This is an optimization exercise on Yosys and OpenROAD, whose aim is small area, not a production implementation. Function was checked by simulation only, so behaviour that the tests miss may differ from the original.

[design/flow/flow/run.sh]
#!/bin/bash
# The standard layout, with the port buffers made from the smallest buffer.
set -euo pipefail
export BUFFER_PORTS_ARGS="-buffer_cell sky130_fd_sc_hd__buf_1"
bash standard.sh > standard.log 2>&1
[design/flow/standard.sh]
#!/bin/bash
# synth_recipe.tcl (not shown) runs the flow's synth.tcl, then flattens the netlist and writes it again
# the make line also repeats each setting of config.mk as NAME=value (left out here)
make -C /OpenROAD-flow-scripts/flow DESIGN_CONFIG=/design/flow/config.mk WORK_HOME=/design/flow/orfs CLKGATE_MAP_FILE= SYNTH_SCRIPT=/design/flow/synth_recipe.tcl "${@:-finish}"
[design/flow/config.mk]
export PLATFORM = sky130hd
export DESIGN_NAME = top
export DESIGN_NICKNAME = top
export VERILOG_FILES = /design/flow/design.v
export SDC_FILE = /design/flow/constraint.sdc
export NUM_CORES = 4
export LEC_CHECK = 0
export CAP_MARGIN = 20
export CORE_MARGIN = 2
export CORE_UTILIZATION = 70
export CTS_CLUSTER_DIAMETER = 120
export CTS_CLUSTER_SIZE = 26
export SLEW_MARGIN = 20
export SYNTH_HIERARCHICAL = 1
[design/flow/constraint.sdc]
create_clock -name core_clock -period 5.0 [get_ports {clk}]
set_input_delay 1.0000 -clock core_clock [delete_from_list [all_inputs] [get_ports {clk}]]
set_output_delay 1.0000 -clock core_clock [all_outputs]
set_load 0.01 [all_outputs]
[design/flow/design.v]
module Column (
  input  wire [7:0] x0, x1, x2, x3,
  input  wire [7:0] w0, w1, w2, w3,
  input  wire [7:1] xs0, xs1, xs2, xs3,
  output wire [7:0] lowr,
  output wire       sat
);
  wire sat_a;
  wire p0_0_0 = ~(x0[0] & w0[0]);
  wire p0_1_0 = ~(x0[0] & w0[1]);
  wire p0_1_1 = ~(x0[1] & w0[0]);
  wire p0_2_0 = ~(x0[0] & w0[2]);
  wire p0_2_1 = ~(x0[1] & w0[1]);
  wire p0_2_2 = ~(x0[2] & w0[0]);
  wire p0_3_0 = ~(x0[0] & w0[3]);
  wire p0_3_1 = ~(x0[1] & w0[2]);
  wire p0_3_2 = ~(x0[2] & w0[1]);
  wire p0_3_3 = ~(x0[3] & w0[0]);
  wire p0_4_0 = ~((x0[0] & w0[4]) | (x0[4] & w0[0]));
  wire p0_4_1 = ~(x0[1] & w0[3]);
  wire p0_4_2 = ~(x0[2] & w0[2]);
  wire p0_4_3 = ~(x0[3] & w0[1]);
  wire p0_5_0 = ~((x0[0] & w0[5]) | (x0[3] & w0[2]));
  wire p0_5_1 = ~((x0[1] & w0[4]) | (x0[4] & w0[1]));
  wire p0_5_2 = ~((x0[2] & w0[3]) | (x0[5] & w0[0]));
  wire p0_6_0 = ~((x0[0] & w0[6]) | (x0[2] & w0[4]) | (x0[4] & w0[2]) | (x0[6] & w0[0]));
  wire p0_6_1 = ~((x0[1] & w0[5]) | (x0[3] & w0[3]) | (x0[5] & w0[1]));
  wire p0_7_0 = ~((x0[0] & w0[7]) | (x0[1] & w0[6]) | (x0[2] & w0[5]) | (x0[3] & w0[4]) | (x0[4] & w0[3]) | (x0[5] & w0[2]) | (x0[6] & w0[1]) | (x0[7] & w0[0]));
  wire p1_0_0 = ~(x1[0] & w1[0]);
  wire p1_1_0 = ~(x1[0] & w1[1]);
  wire p1_1_1 = ~(x1[1] & w1[0]);
  wire p1_2_0 = ~(x1[0] & w1[2]);
  wire p1_2_1 = ~(x1[1] & w1[1]);
  wire p1_2_2 = ~(x1[2] & w1[0]);
  wire p1_3_0 = ~(x1[0] & w1[3]);
  wire p1_3_1 = ~(x1[1] & w1[2]);
  wire p1_3_2 = ~(x1[2] & w1[1]);
  wire p1_3_3 = ~(x1[3] & w1[0]);
  wire p1_4_0 = ~((x1[0] & w1[4]) | (x1[4] & w1[0]));
  wire p1_4_1 = ~(x1[1] & w1[3]);
  wire p1_4_2 = ~(x1[2] & w1[2]);
  wire p1_4_3 = ~(x1[3] & w1[1]);
  wire p1_5_0 = ~((x1[0] & w1[5]) | (x1[3] & w1[2]));
  wire p1_5_1 = ~((x1[1] & w1[4]) | (x1[4] & w1[1]));
  wire p1_5_2 = ~((x1[2] & w1[3]) | (x1[5] & w1[0]));
  wire p1_6_0 = ~((x1[0] & w1[6]) | (x1[2] & w1[4]) | (x1[4] & w1[2]) | (x1[6] & w1[0]));
  wire p1_6_1 = ~((x1[1] & w1[5]) | (x1[3] & w1[3]) | (x1[5] & w1[1]));
  wire p1_7_0 = ~((x1[0] & w1[7]) | (x1[1] & w1[6]) | (x1[2] & w1[5]) | (x1[3] & w1[4]) | (x1[4] & w1[3]) | (x1[5] & w1[2]) | (x1[6] & w1[1]) | (x1[7] & w1[0]));
  wire p2_0_0 = ~(x2[0] & w2[0]);
  wire p2_1_0 = ~(x2[0] & w2[1]);
  wire p2_1_1 = ~(x2[1] & w2[0]);
  wire p2_2_0 = ~(x2[0] & w2[2]);
  wire p2_2_1 = ~(x2[1] & w2[1]);
  wire p2_2_2 = ~(x2[2] & w2[0]);
  wire p2_3_0 = ~(x2[0] & w2[3]);
  wire p2_3_1 = ~(x2[1] & w2[2]);
  wire p2_3_2 = ~(x2[2] & w2[1]);
  wire p2_3_3 = ~(x2[3] & w2[0]);
  wire p2_4_0 = ~((x2[0] & w2[4]) | (x2[4] & w2[0]));
  wire p2_4_1 = ~(x2[1] & w2[3]);
  wire p2_4_2 = ~(x2[2] & w2[2]);
  wire p2_4_3 = ~(x2[3] & w2[1]);
  wire p2_5_0 = ~((x2[0] & w2[5]) | (x2[3] & w2[2]));
  wire p2_5_1 = ~((x2[1] & w2[4]) | (x2[4] & w2[1]));
  wire p2_5_2 = ~((x2[2] & w2[3]) | (x2[5] & w2[0]));
  wire p2_6_0 = ~((x2[0] & w2[6]) | (x2[2] & w2[4]) | (x2[4] & w2[2]) | (x2[6] & w2[0]));
  wire p2_6_1 = ~((x2[1] & w2[5]) | (x2[3] & w2[3]) | (x2[5] & w2[1]));
  wire p2_7_0 = ~((x2[0] & w2[7]) | (x2[1] & w2[6]) | (x2[2] & w2[5]) | (x2[3] & w2[4]) | (x2[4] & w2[3]) | (x2[5] & w2[2]) | (x2[6] & w2[1]) | (x2[7] & w2[0]));
  wire p3_0_0 = ~(x3[0] & w3[0]);
  wire p3_1_0 = ~(x3[0] & w3[1]);
  wire p3_1_1 = ~(x3[1] & w3[0]);
  wire p3_2_0 = ~(x3[0] & w3[2]);
  wire p3_2_1 = ~(x3[1] & w3[1]);
  wire p3_2_2 = ~(x3[2] & w3[0]);
  wire p3_3_0 = ~(x3[0] & w3[3]);
  wire p3_3_1 = ~(x3[1] & w3[2]);
  wire p3_3_2 = ~(x3[2] & w3[1]);
  wire p3_3_3 = ~(x3[3] & w3[0]);
  wire p3_4_0 = ~((x3[0] & w3[4]) | (x3[4] & w3[0]));
  wire p3_4_1 = ~(x3[1] & w3[3]);
  wire p3_4_2 = ~(x3[2] & w3[2]);
  wire p3_4_3 = ~(x3[3] & w3[1]);
  wire p3_5_0 = ~((x3[0] & w3[5]) | (x3[3] & w3[2]));
  wire p3_5_1 = ~((x3[1] & w3[4]) | (x3[4] & w3[1]));
  wire p3_5_2 = ~((x3[2] & w3[3]) | (x3[5] & w3[0]));
  wire p3_6_0 = ~((x3[0] & w3[6]) | (x3[2] & w3[4]) | (x3[4] & w3[2]) | (x3[6] & w3[0]));
  wire p3_6_1 = ~((x3[1] & w3[5]) | (x3[3] & w3[3]) | (x3[5] & w3[1]));
  wire p3_7_0 = ~((x3[0] & w3[7]) | (x3[1] & w3[6]) | (x3[2] & w3[5]) | (x3[3] & w3[4]) | (x3[4] & w3[3]) | (x3[5] & w3[2]) | (x3[6] & w3[1]) | (x3[7] & w3[0]));
  wire s1;
  wire c2;
  FullAdder fa2 (.a(p0_0_0), .b(p1_0_0), .c(p2_0_0), .s(s1), .co(c2));
  wire s3;
  wire c4;
  Xor2 hx4 (.a(p3_0_0), .b(s1), .y(s3));
  Or2 hc4 (.a(p3_0_0), .b(s1), .y(c4));
  wire s5;
  wire c6;
  FullAdder fa6 (.a(p0_1_0), .b(p0_1_1), .c(p1_1_0), .s(s5), .co(c6));
  wire s7;
  wire c8;
  FullAdder fa8 (.a(p1_1_1), .b(p2_1_0), .c(p2_1_1), .s(s7), .co(c8));
  wire s9;
  wire c10;
  FullAdder fa10 (.a(p3_1_0), .b(p3_1_1), .c(c2), .s(s9), .co(c10));
  wire s11;
  wire c12;
  FullAdder fa12 (.a(s5), .b(s7), .c(c4), .s(s11), .co(c12));
  wire s13;
  wire c14;
  Xor2 hx14 (.a(s9), .b(s11), .y(s13));
  Or2 hc14 (.a(s9), .b(s11), .y(c14));
  wire s15;
  wire c16;
  FullAdder fa16 (.a(p0_2_0), .b(p0_2_1), .c(p0_2_2), .s(s15), .co(c16));
  wire s17;
  wire c18;
  FullAdder fa18 (.a(p1_2_0), .b(p1_2_1), .c(p1_2_2), .s(s17), .co(c18));
  wire s19;
  wire c20;
  FullAdder fa20 (.a(p2_2_0), .b(p2_2_1), .c(p2_2_2), .s(s19), .co(c20));
  wire s21;
  wire c22;
  FullAdder fa22 (.a(p3_2_0), .b(p3_2_1), .c(p3_2_2), .s(s21), .co(c22));
  wire s23;
  wire c24;
  FullAdder fa24 (.a(c6), .b(c8), .c(s15), .s(s23), .co(c24));
  wire s25;
  wire c26;
  FullAdder fa26 (.a(s17), .b(s19), .c(s21), .s(s25), .co(c26));
  wire s27;
  wire c28;
  FullAdder fa28 (.a(c10), .b(s23), .c(s25), .s(s27), .co(c28));
  wire s29;
  wire c30;
  FullAdder fa30 (.a(c12), .b(c14), .c(s27), .s(s29), .co(c30));
  wire s31;
  wire c32;
  FullAdder fa32 (.a(p0_3_0), .b(p0_3_1), .c(p0_3_2), .s(s31), .co(c32));
  wire s33;
  wire c34;
  FullAdder fa34 (.a(p0_3_3), .b(p1_3_0), .c(p1_3_1), .s(s33), .co(c34));
  wire s35;
  wire c36;
  FullAdder fa36 (.a(p1_3_2), .b(p1_3_3), .c(p2_3_0), .s(s35), .co(c36));
  wire s37;
  wire c38;
  FullAdder fa38 (.a(p2_3_1), .b(p2_3_2), .c(p2_3_3), .s(s37), .co(c38));
  wire s39;
  wire c40;
  FullAdder fa40 (.a(p3_3_0), .b(p3_3_1), .c(p3_3_2), .s(s39), .co(c40));
  wire s41;
  wire c42;
  FullAdder fa42 (.a(p3_3_3), .b(c16), .c(c18), .s(s41), .co(c42));
  wire s43;
  wire c44;
  FullAdder fa44 (.a(c20), .b(c22), .c(s31), .s(s43), .co(c44));
  wire s45;
  wire c46;
  FullAdder fa46 (.a(s33), .b(s35), .c(s37), .s(s45), .co(c46));
  wire s47;
  wire c48;
  FullAdder fa48 (.a(s39), .b(c24), .c(c26), .s(s47), .co(c48));
  wire s49;
  wire c50;
  FullAdder fa50 (.a(s41), .b(s43), .c(s45), .s(s49), .co(c50));
  wire s51;
  wire c52;
  FullAdder fa52 (.a(c28), .b(s47), .c(s49), .s(s51), .co(c52));
  wire s53;
  wire c54;
  Xor2 hx54 (.a(c30), .b(s51), .y(s53));
  Or2 hc54 (.a(c30), .b(s51), .y(c54));
  wire s55;
  wire c56;
  FullAdder fa56 (.a(p0_4_1), .b(p0_4_2), .c(p0_4_3), .s(s55), .co(c56));
  wire s57;
  wire c58;
  FullAdder fa58 (.a(p1_4_1), .b(p1_4_2), .c(p1_4_3), .s(s57), .co(c58));
  wire s59;
  wire c60;
  FullAdder fa60 (.a(p2_4_1), .b(p2_4_2), .c(p2_4_3), .s(s59), .co(c60));
  wire s61;
  wire c62;
  FullAdder fa62 (.a(p3_4_1), .b(p3_4_2), .c(p3_4_3), .s(s61), .co(c62));
  wire s63;
  wire c64;
  FullAdder fa64 (.a(p0_4_0), .b(p1_4_0), .c(p2_4_0), .s(s63), .co(c64));
  wire s65;
  wire c66;
  FullAdder fa66 (.a(p3_4_0), .b(c32), .c(c34), .s(s65), .co(c66));
  wire s67;
  wire c68;
  FullAdder fa68 (.a(c36), .b(c38), .c(c40), .s(s67), .co(c68));
  wire s69;
  wire c70;
  FullAdder fa70 (.a(s55), .b(s57), .c(s59), .s(s69), .co(c70));
  wire s71;
  wire c72;
  FullAdder fa72 (.a(s61), .b(s63), .c(c42), .s(s71), .co(c72));
  wire s73;
  wire c74;
  FullAdder fa74 (.a(c44), .b(c46), .c(s65), .s(s73), .co(c74));
  wire s75;
  wire c76;
  FullAdder fa76 (.a(s67), .b(s69), .c(c48), .s(s75), .co(c76));
  wire s77;
  wire c78;
  FullAdder fa78 (.a(s71), .b(c50), .c(s73), .s(s77), .co(c78));
  wire s79;
  wire c80;
  FullAdder fa80 (.a(s75), .b(c52), .c(s77), .s(s79), .co(c80));
  wire s81;
  wire c82;
  Xor2 hx82 (.a(c54), .b(s79), .y(s81));
  Or2 hc82 (.a(c54), .b(s79), .y(c82));
  wire s83;
  wire c84;
  FullAdder fa84 (.a(p0_5_0), .b(p0_5_1), .c(p0_5_2), .s(s83), .co(c84));
  wire s85;
  wire c86;
  FullAdder fa86 (.a(p1_5_0), .b(p1_5_1), .c(p1_5_2), .s(s85), .co(c86));
  wire s87;
  wire c88;
  FullAdder fa88 (.a(p2_5_0), .b(p2_5_1), .c(p2_5_2), .s(s87), .co(c88));
  wire s89;
  wire c90;
  FullAdder fa90 (.a(p3_5_0), .b(p3_5_1), .c(p3_5_2), .s(s89), .co(c90));
  wire s91;
  wire c92;
  FullAdder fa92 (.a(c56), .b(c58), .c(c60), .s(s91), .co(c92));
  wire s93;
  wire c94;
  FullAdder fa94 (.a(c62), .b(c64), .c(s83), .s(s93), .co(c94));
  wire s95;
  wire c96;
  FullAdder fa96 (.a(s85), .b(s87), .c(s89), .s(s95), .co(c96));
  wire s97;
  wire c98;
  FullAdder fa98 (.a(c66), .b(c68), .c(c70), .s(s97), .co(c98));
  wire s99;
  wire c100;
  FullAdder fa100 (.a(s91), .b(c72), .c(s93), .s(s99), .co(c100));
  wire s101;
  wire c102;
  FullAdder fa102 (.a(s95), .b(c74), .c(s97), .s(s101), .co(c102));
  wire s103;
  wire c104;
  FullAdder fa104 (.a(c76), .b(s99), .c(c78), .s(s103), .co(c104));
  wire s105;
  wire c106;
  FullAdder fa106 (.a(s101), .b(c80), .c(s103), .s(s105), .co(c106));
  wire s107;
  wire c108;
  Xor2 hx108 (.a(c82), .b(s105), .y(s107));
  Or2 hc108 (.a(c82), .b(s105), .y(c108));
  wire s109;
  wire c110;
  FullAdder fa110 (.a(p0_6_1), .b(p1_6_1), .c(p2_6_1), .s(s109), .co(c110));
  wire s111;
  wire c112;
  FullAdder fa112 (.a(p3_6_1), .b(p0_6_0), .c(p1_6_0), .s(s111), .co(c112));
  wire s113;
  wire c114;
  FullAdder fa114 (.a(p2_6_0), .b(p3_6_0), .c(c84), .s(s113), .co(c114));
  wire s115;
  wire c116;
  FullAdder fa116 (.a(c86), .b(c88), .c(c90), .s(s115), .co(c116));
  wire s117;
  wire c118;
  FullAdder fa118 (.a(s109), .b(c92), .c(s111), .s(s117), .co(c118));
  wire s119;
  wire c120;
  FullAdder fa120 (.a(c94), .b(c96), .c(s113), .s(s119), .co(c120));
  wire s121;
  wire c122;
  FullAdder fa122 (.a(s115), .b(c98), .c(s117), .s(s121), .co(c122));
  wire s123;
  wire c124;
  FullAdder fa124 (.a(c100), .b(s119), .c(c102), .s(s123), .co(c124));
  wire s125;
  wire c126;
  FullAdder fa126 (.a(s121), .b(c104), .c(s123), .s(s125), .co(c126));
  wire s127;
  wire c128;
  FullAdder fa128 (.a(c106), .b(s125), .c(c108), .s(s127), .co(c128));
  wire s129;
  wire c130;
  FullAdder fa130 (.a(p0_7_0), .b(p1_7_0), .c(p2_7_0), .s(s129), .co(c130));
  wire s131;
  wire c132;
  FullAdder fa132 (.a(p3_7_0), .b(c110), .c(c112), .s(s131), .co(c132));
  wire s133;
  wire c134;
  FullAdder fa134 (.a(s129), .b(c114), .c(c116), .s(s133), .co(c134));
  wire s135;
  wire c136;
  FullAdder fa136 (.a(c118), .b(s131), .c(c120), .s(s135), .co(c136));
  wire s137;
  wire c138;
  FullAdder fa138 (.a(s133), .b(c122), .c(s135), .s(s137), .co(c138));
  wire s139;
  wire c140;
  FullAdder fa140 (.a(c124), .b(s137), .c(c126), .s(s139), .co(c140));
  wire s141;
  wire c142;
  Xor2 hx142 (.a(s139), .b(c128), .y(s141));
  Nor2 hc142 (.a(s139), .b(c128), .y(c142));
  assign lowr = {s141, s127, s107, s81, s53, s29, s13, s3};
  assign sat_a = ~c130 |
    ~c132 |
    ~c134 |
    ~c136 |
    (w0[1] & xs0[7]) |
    (w0[2] & xs0[6]) |
    (w0[3] & xs0[5]) |
    (w0[4] & xs0[4]) |
    (w0[5] & xs0[3]) |
    (w0[6] & xs0[2]) |
    (w0[7] & xs0[1]) |
    (w1[1] & xs1[7]) |
    (w1[2] & xs1[6]) |
    (w1[3] & xs1[5]) |
    (w1[4] & xs1[4]) |
    (w1[5] & xs1[3]) |
    (w1[6] & xs1[2]) |
    (w1[7] & xs1[1]) |
    (w2[1] & xs2[7]) |
    (w2[2] & xs2[6]) |
    (w2[3] & xs2[5]) |
    (w2[4] & xs2[4]) |
    (w2[5] & xs2[3]) |
    (w2[6] & xs2[2]) |
    (w2[7] & xs2[1]) |
    (w3[1] & xs3[7]) |
    (w3[2] & xs3[6]) |
    (w3[3] & xs3[5]) |
    (w3[4] & xs3[4]) |
    (w3[5] & xs3[3]) |
    (w3[6] & xs3[2]) |
    (w3[7] & xs3[1]);
  wire sat_ab = sat_a | ~c138 | ~c140;
  Or2 sor (.a(sat_ab), .b(c142), .y(sat));
endmodule
module FullAdder (
  input  wire a, b, c,
  output wire s, co
);
  assign s  = a ^ b ^ c;
  assign co = (a & b) | (a & c) | (b & c);
endmodule
module HalfAdder (
  input  wire a, b,
  output wire s, co
);
  assign s  = a ^ b;
  assign co = a & b;
endmodule
module Xor2 (input wire a, b, output wire y); assign y = a ^ b;    endmodule
module Xnor2(input wire a, b, output wire y); assign y = ~(a ^ b); endmodule
module And2 (input wire a, b, output wire y); assign y = a & b;    endmodule
module Nand2(input wire a, b, output wire y); assign y = ~(a & b); endmodule
module Or2  (input wire a, b, output wire y); assign y = a | b;    endmodule
module Nor2 (input wire a, b, output wire y); assign y = ~(a | b); endmodule
module Inv  (input wire a, output wire y);    assign y = ~a;       endmodule
module Or2N (input wire a, bn, output wire y); assign y = a | ~bn;   endmodule
module A22o (input wire a1, a2, b1, b2, output wire y); assign y = (a1 & a2) | (b1 & b2);    endmodule
module A22oi(input wire a1, a2, b1, b2, output wire y); assign y = ~((a1 & a2) | (b1 & b2)); endmodule
module Mux4h (input wire [3:0] s, input wire [3:0] d, output wire y);
  assign y = |(s & d);
endmodule
module Activation (
  input  wire       sat,
  input  wire [7:0] lowr,
  output wire [7:0] y
);
  wire [7:0] low = lowr ^ 8'b01000100;
  wire keep = (|low[7:4]) | (low[3] & (low[2] | low[1]));
  assign y = {8{sat}} | (low & {8{keep}});
endmodule
module Array (
  input  wire        clk  ,
  input  wire        rst  ,
  input  wire        start,
  input  wire [31:0] a_in ,
  input  wire [31:0] w_in ,
  output wire [31:0] y_out,
  output wire        ready,
  output wire        done
);
  reg [4:0] cnt;
  always @(posedge clk or posedge rst) begin
    if (rst) cnt <= 5'd0;
    else if (cnt == 5'd0) cnt <= start ? 5'd1 : 5'd0;
    else if (cnt == 5'd17) cnt <= 5'd0;
    else cnt <= cnt + 5'd1;
  end
  assign ready = cnt == 5'd0;
  assign done  = cnt == 5'd17;
  wire load = (cnt >= 5'd1) && (cnt <= 5'd4);
  wire nload = ~load;
  reg  [7:0] r [0:3][0:3];
  wire [7:0] r0_next [0:3];
  genvar jj, bb;
  generate
    for (jj = 0; jj < 4; jj = jj + 1) begin : wring
      for (bb = 0; bb < 8; bb = bb + 1) begin : b
        A22o m (.a1(load), .a2(w_in[8*jj+bb]), .b1(nload), .b2(r[3][jj][bb]), .y(r0_next[jj][bb]));
      end
    end
  endgenerate
  always @(posedge clk) begin
    for (int j = 0; j < 4; j++) begin
      r[0][j] <= r0_next[j];
      for (int p = 1; p < 4; p++) r[p][j] <= r[p-1][j];
    end
  end
  reg  [1:0] phase;
  wire [1:0] phase_next = (cnt == 5'd1) ? 2'd1 : phase + 2'd1;
  always @(posedge clk) phase <= phase_next;
  reg [7:0] a0d1, a0d2, a0d3, a1d1, a1d2, a2d1;
  always @(posedge clk) begin
    a0d1 <= a_in[7:0];   a0d2 <= a0d1; a0d3 <= a0d2;
    a1d1 <= a_in[15:8];  a1d2 <= a1d1;
    a2d1 <= a_in[23:16];
  end
  wire [7:0] src [0:3];
  assign src[0] = a0d3;
  assign src[1] = a1d2;
  assign src[2] = a2d1;
  assign src[3] = a_in[31:24];
  wire [3:0] sel;
  assign sel[0] = phase_next == 2'd0;
  assign sel[1] = phase_next == 2'd1;
  assign sel[2] = phase_next == 2'd2;
  assign sel[3] = phase_next == 2'd3;
  wire [7:0] xn [0:3];
  genvar pp;
  generate
    for (pp = 0; pp < 4; pp = pp + 1) begin : xsel
      for (bb = 0; bb < 8; bb = bb + 1) begin : b
        Mux4h m (.s(sel), .d({src[(pp + 1) % 4][bb], src[(pp + 2) % 4][bb], src[(pp + 3) % 4][bb], src[pp][bb]}),
                 .y(xn[pp][bb]));
      end
    end
  endgenerate
  reg [7:0] x0, x1, x2, x3;
  always @(posedge clk) begin
    x0 <= xn[0]; x1 <= xn[1]; x2 <= xn[2]; x3 <= xn[3];
  end
  wire [7:1] xs0, xs1, xs2, xs3;
  generate
    for (genvar k = 1; k < 8; k = k + 1) begin : xsuf
      assign xs0[k] = |x0[7:k];
      assign xs1[k] = |x1[7:k];
      assign xs2[k] = |x2[7:k];
      assign xs3[k] = |x3[7:k];
    end
  endgenerate
  wire [7:0] lowr [0:3];
  wire [3:0] sat;
  genvar j;
  generate
    for (j = 0; j < 4; j = j + 1) begin : col
      Column c (
        .x0(x0), .x1(x1), .x2(x2), .x3(x3),
        .w0(r[0][j]), .w1(r[1][j]), .w2(r[2][j]), .w3(r[3][j]),
        .xs0(xs0), .xs1(xs1), .xs2(xs2), .xs3(xs3),
        .lowr(lowr[j]), .sat(sat[j])
      );
    end
  endgenerate
  reg [8:0] s0, s1, s2, s3;
  always @(posedge clk) begin
    s0 <= {sat[0], lowr[0]};
    s1 <= {sat[1], lowr[1]};
    s2 <= {sat[2], lowr[2]};
    s3 <= {sat[3], lowr[3]};
  end
  wire [7:0] y0, y1, y2, y3;
  Activation act0 (.sat(s0[8]), .lowr(s0[7:0]), .y(y0));
  Activation act1 (.sat(s1[8]), .lowr(s1[7:0]), .y(y1));
  Activation act2 (.sat(s2[8]), .lowr(s2[7:0]), .y(y2));
  Activation act3 (.sat(s3[8]), .lowr(s3[7:0]), .y(y3));
  reg [7:0] r1b, r2b, r2c, r3b, r3c, r3d;
  always @(posedge clk) begin
    r1b <= y1;
    r2b <= y2; r2c <= r2b;
    r3b <= y3; r3c <= r3b; r3d <= r3c;
  end
  assign y_out = {r3d, r2c, r1b, y0};
endmodule
module top #(parameter N = 4) (
  input  wire           clk  ,
  input  wire           rst  ,
  input  wire           start,
  input  wire [8*N-1:0] a_in ,
  input  wire [8*N-1:0] w_in ,
  output wire [8*N-1:0] y_out,
  output wire           ready,
  output wire           done
);
  Array dut (
    .clk  (clk  ),
    .rst  (rst  ),
    .start(start),
    .a_in (a_in ),
    .w_in (w_in ),
    .y_out(y_out),
    .ready(ready),
    .done (done )
  );
endmodule
==> flow_summary.yaml <==
sta:
  timing.fmax_mhz: 207
  maxSlewHeadroom_pct: 46.5
  hold_slack_ns: 0.319
  fin_setup_tns_ns: 0
  setup_violations: 0
  grt_setup_unrepaired: "false"
  final_hold_viol_count: 0
  fin_crit_ns: 4.84
  fin_crit_sh_pct: 96.8
  slew_violations: 0
  finClkSkew_ns: 0.0321
  worstMarginPinSlew_ns: 0.801
global_routing:
  antenna_found_initial: 0
  gr-total-overflow: 0
  grt_pass1_vias: 13900
  grt_pass1_wl_um: 75800
  grt_max_degree: 33
  grt_usage_pct: 40.8
floorplanning:
  dieWidth_um: 159
  die_area_um2: 25200
  rows: 56
  die_h_um: 159
  core_area_um2: 23500
  ios: 101
  start_util_pct: 71.3
setup_path:
  critPathMaxFanout: 11
  crit_family: "adder cells"
  setup.worst_path.start_class: "flop"
  arrival_ns: 5.24
  crit_top_cell: "fa_1"
  required_ns: 5.40
  critPathCaptureType: "flop"
  cpPeakStageDelay_ns: 0.86
  cp_num_buf_inv: 0
  cp_slowest_cell: "dfxtp_1"
  path_cells: "a22oi_1 > fa_1 > fa_1 > fa_1 > fa_1 > fa_1 > fa_1 > nand2_1 > a211oi_1 > nand3_1 > or4_1 > or2_1"
  critical_path_class: "flop to flop"
clock_network:
  numCtsBuffers: 15
  cts-root-buf: "clkbuf_16"
  cts_tree: "done"
  hold_buffers: 0
  cts.sinks: 299
  postCtsSetupRepairBufs: 0
  clk_path_buf_depth: 3
  cts_resized: 0
  clk_latency_ns: 0.52
  htreeDepth: 1
  path_clk_slew_ns: 0.11
yosys:
  seq_area_frac_synth_pct: 35.9
  ys_warn_count: 9
  yosysTopAreaCell: "dfxtp_1"
  avgSynthCellArea_um2: 11.7
  syn-instance-count: 1428
  synth.top_cells.by_area: "dfxtp_1 35%, fa_1 31%, a22oi_1 10%, nand2_1 5.7%, a22o_1 2.9%"
  synth-async-reset-ratio_pct: 1.67
  synth_cell_type_count: 44
  synth_top_area_share_pct: 35.2
  synth_area_um2: 16700
  synth-edff-count: 0
  synth_ff_type: "dfxtp_1"
  ys_ff_latch: 299
  synth_fp_nets: 1758
drt:
  wire_per_inst_um: 26.9
  vias: 13000
  postRouteAntennaNets: 0
  drc: 0
  vias_per_cell: 7.07
  firstDrtPassIters: 8
  drtIter0Drc: 1839
  totalWireLength_um: 49300
worst_hold_path:
  hp-class: "flop to flop"
run_status:
  status: "finished clean"
placed_design:
  port_buffers: 100
  placed_area_um2: 17700
  gp_congestion: 1.03
  hpwl_um: 34300
final_layout:
  layout_common_cells: "294 x dfxtp_1, 260 x fa_1, 253 x nand2_1"
  areaGrowthSynthToFinish_pct: 8.20
  final_common_cell: "dfxtp_1"
  final_cell_area_um2: 18100
  fillers: 1563
  drive_above_1_share_pct: 7.11
  fin_nets: 1848
  antenna_cells: 0
flow_run:
  drv_cap: 0
[metal layers]
layer | part of all wire (%) | wire, µm | up-vias | global-route usage [%]
met1 | 34 | 16500 | 6239 | 50.1
met5 | 0 | 0 | - | 0
met3 | 14 | 7020 | 298 | 11.9
met2 | 46 | 22700 | 1159 | 65.9
li1 | - | - | 5287 | -
met4 | 6.3 | 3100 | 0 | 21.7
[cell families after synthesis]
kind of cell | count (synthesis) | synth area share, %
AND/OR/NAND/NOR | 391 | 11.5
flip-flops | 299 | 35.9
buffers and inverters | 95 | 3.04
adder cells (fa/ha/maj) | 263 | 31.3
AO/OA/AOI/OAI | 352 | 16.7
XOR/XNOR | 26 | 1.36
multiplexers | 2 | 0.120
[final timing paths]
kind,startpoint,end,slack [ns],depth (start not counted)
min in group asynchronous,rst,dut.cnt[0],0.36,2
max in group asynchronous,rst,dut.cnt[4],4.47,2
hold reg to reg,dut.r2b[1],dut.r2c[1],0.32,0
setup reg to reg,dut.x1[5],dut.s2[8],0.16,12
setup / recovery,dut.x1[5],dut.s2[8],0.16,12
hold / removal,dut.r2b[1],dut.r2c[1],0.32,0
[modules after synthesis (local to each module, per instance), a selection]
module | cells inside | cell area (µm²) | copies in the design | flops+latches
A22o | 1 | 8.76 | 32 | 0
Activation | 15 | 98.8 | 4 | 0
Array | 364 | 6480 | 1 | 299
Column | 141 | 850 | 4 | 0
FullAdder | 1 | 20.0 | 260 | 0
Mux4h | 3 | 18.8 | 32 | 0
Nor2 | 1 | 3.75 | 4 | 0
Or2 | 1 | 6.26 | 24 | 0
Xor2 | 1 | 8.76 | 24 | 0
[flip-flops by register name, indices dropped and copies added (netlist names), 9 cells and up]
register and cells:
dut.r 128, dut.s0 9, dut.s1 9, dut.s2 9
dut.s3 9
[area by class of cell]
cell class / count / area [µm²] / share of cell area (%)
inverters: 12 / 45.0 / 0.249
multi-input cells: 1034 / 10200 / 56.5
clock buffers: 15 / 375 / 2.07
well taps: 319 / 399 / 2.20
clock inverters: 2 / 25.0 / 0.138
repair buffers: 156 / 1010 / 5.59
flip-flops and latches: 299 / 6010 / 33.2
[metrics by stage]
stage               setup slack [ns]  std cells  util [%]
detailed placement             0.314       1820      75.4
floorplan                      0.347       1428         -
global placement               0.426       1819      75.4
finish                         0.158       1837      77.1
CTS                            0.282       1837      77.1
global route                  0.0301       1837      77.1
[Yosys cell counts (3+ instances only)]
cell	n
dfxtp_1	294
buf_4	32
inv_1	12
nand2_1	253
and3_1	3
buf_6	4
nand3_1	17
or4_4	4
or3_2	4
xor2_1	24
or2_1	40
dfrtp_1	5
fa_1	260
nor2_1	16
o21ai_0	3
a211oi_1	4
or2_2	8
a222oi_1	20
a22oi_1	228
a221oi_1	20
ha_1	3
nor4b_4	4
a221oi_2	4
a22o_1	56
or4_1	5
nand4_1	4
a21oi_1	6
clkbuf_1	46
a31oi_1	5
and4_1	17
or3_4	4
o221ai_1	4
nor2b_1	5

static timing again, ports no longer ideal:
The results above use ideal ports. As a check the final layout listed here was re-extracted and re-timed, cells and wires unchanged. Step 1 (the two cells are an assumption about what drives the block):
set clk [get_ports {clk}]
set_driving_cell -lib_cell sky130_fd_sc_hd__clkbuf_16 $clk
set_driving_cell -lib_cell sky130_fd_sc_hd__buf_2 [delete_from_list [all_inputs] $clk]
Step 2 times the ports against the registers' clock, not the clock port: input delays grow and output delays shrink by t, the midpoint of the rising clock arrivals with the driver on. Slacks: no drivers / after step 1 / after step 2; pairs: no drivers / after step 1.
shift t [ns]: 0.553
setup slack, ns: 0.158 / 0.158 / 0.158
worst data-port slew with drivers (ns): 0.06
After both steps setup and hold are still met in this run. For this run, drivers alone change the setup slack by 0.000 ns; drivers and shift together by 0.000 ns.
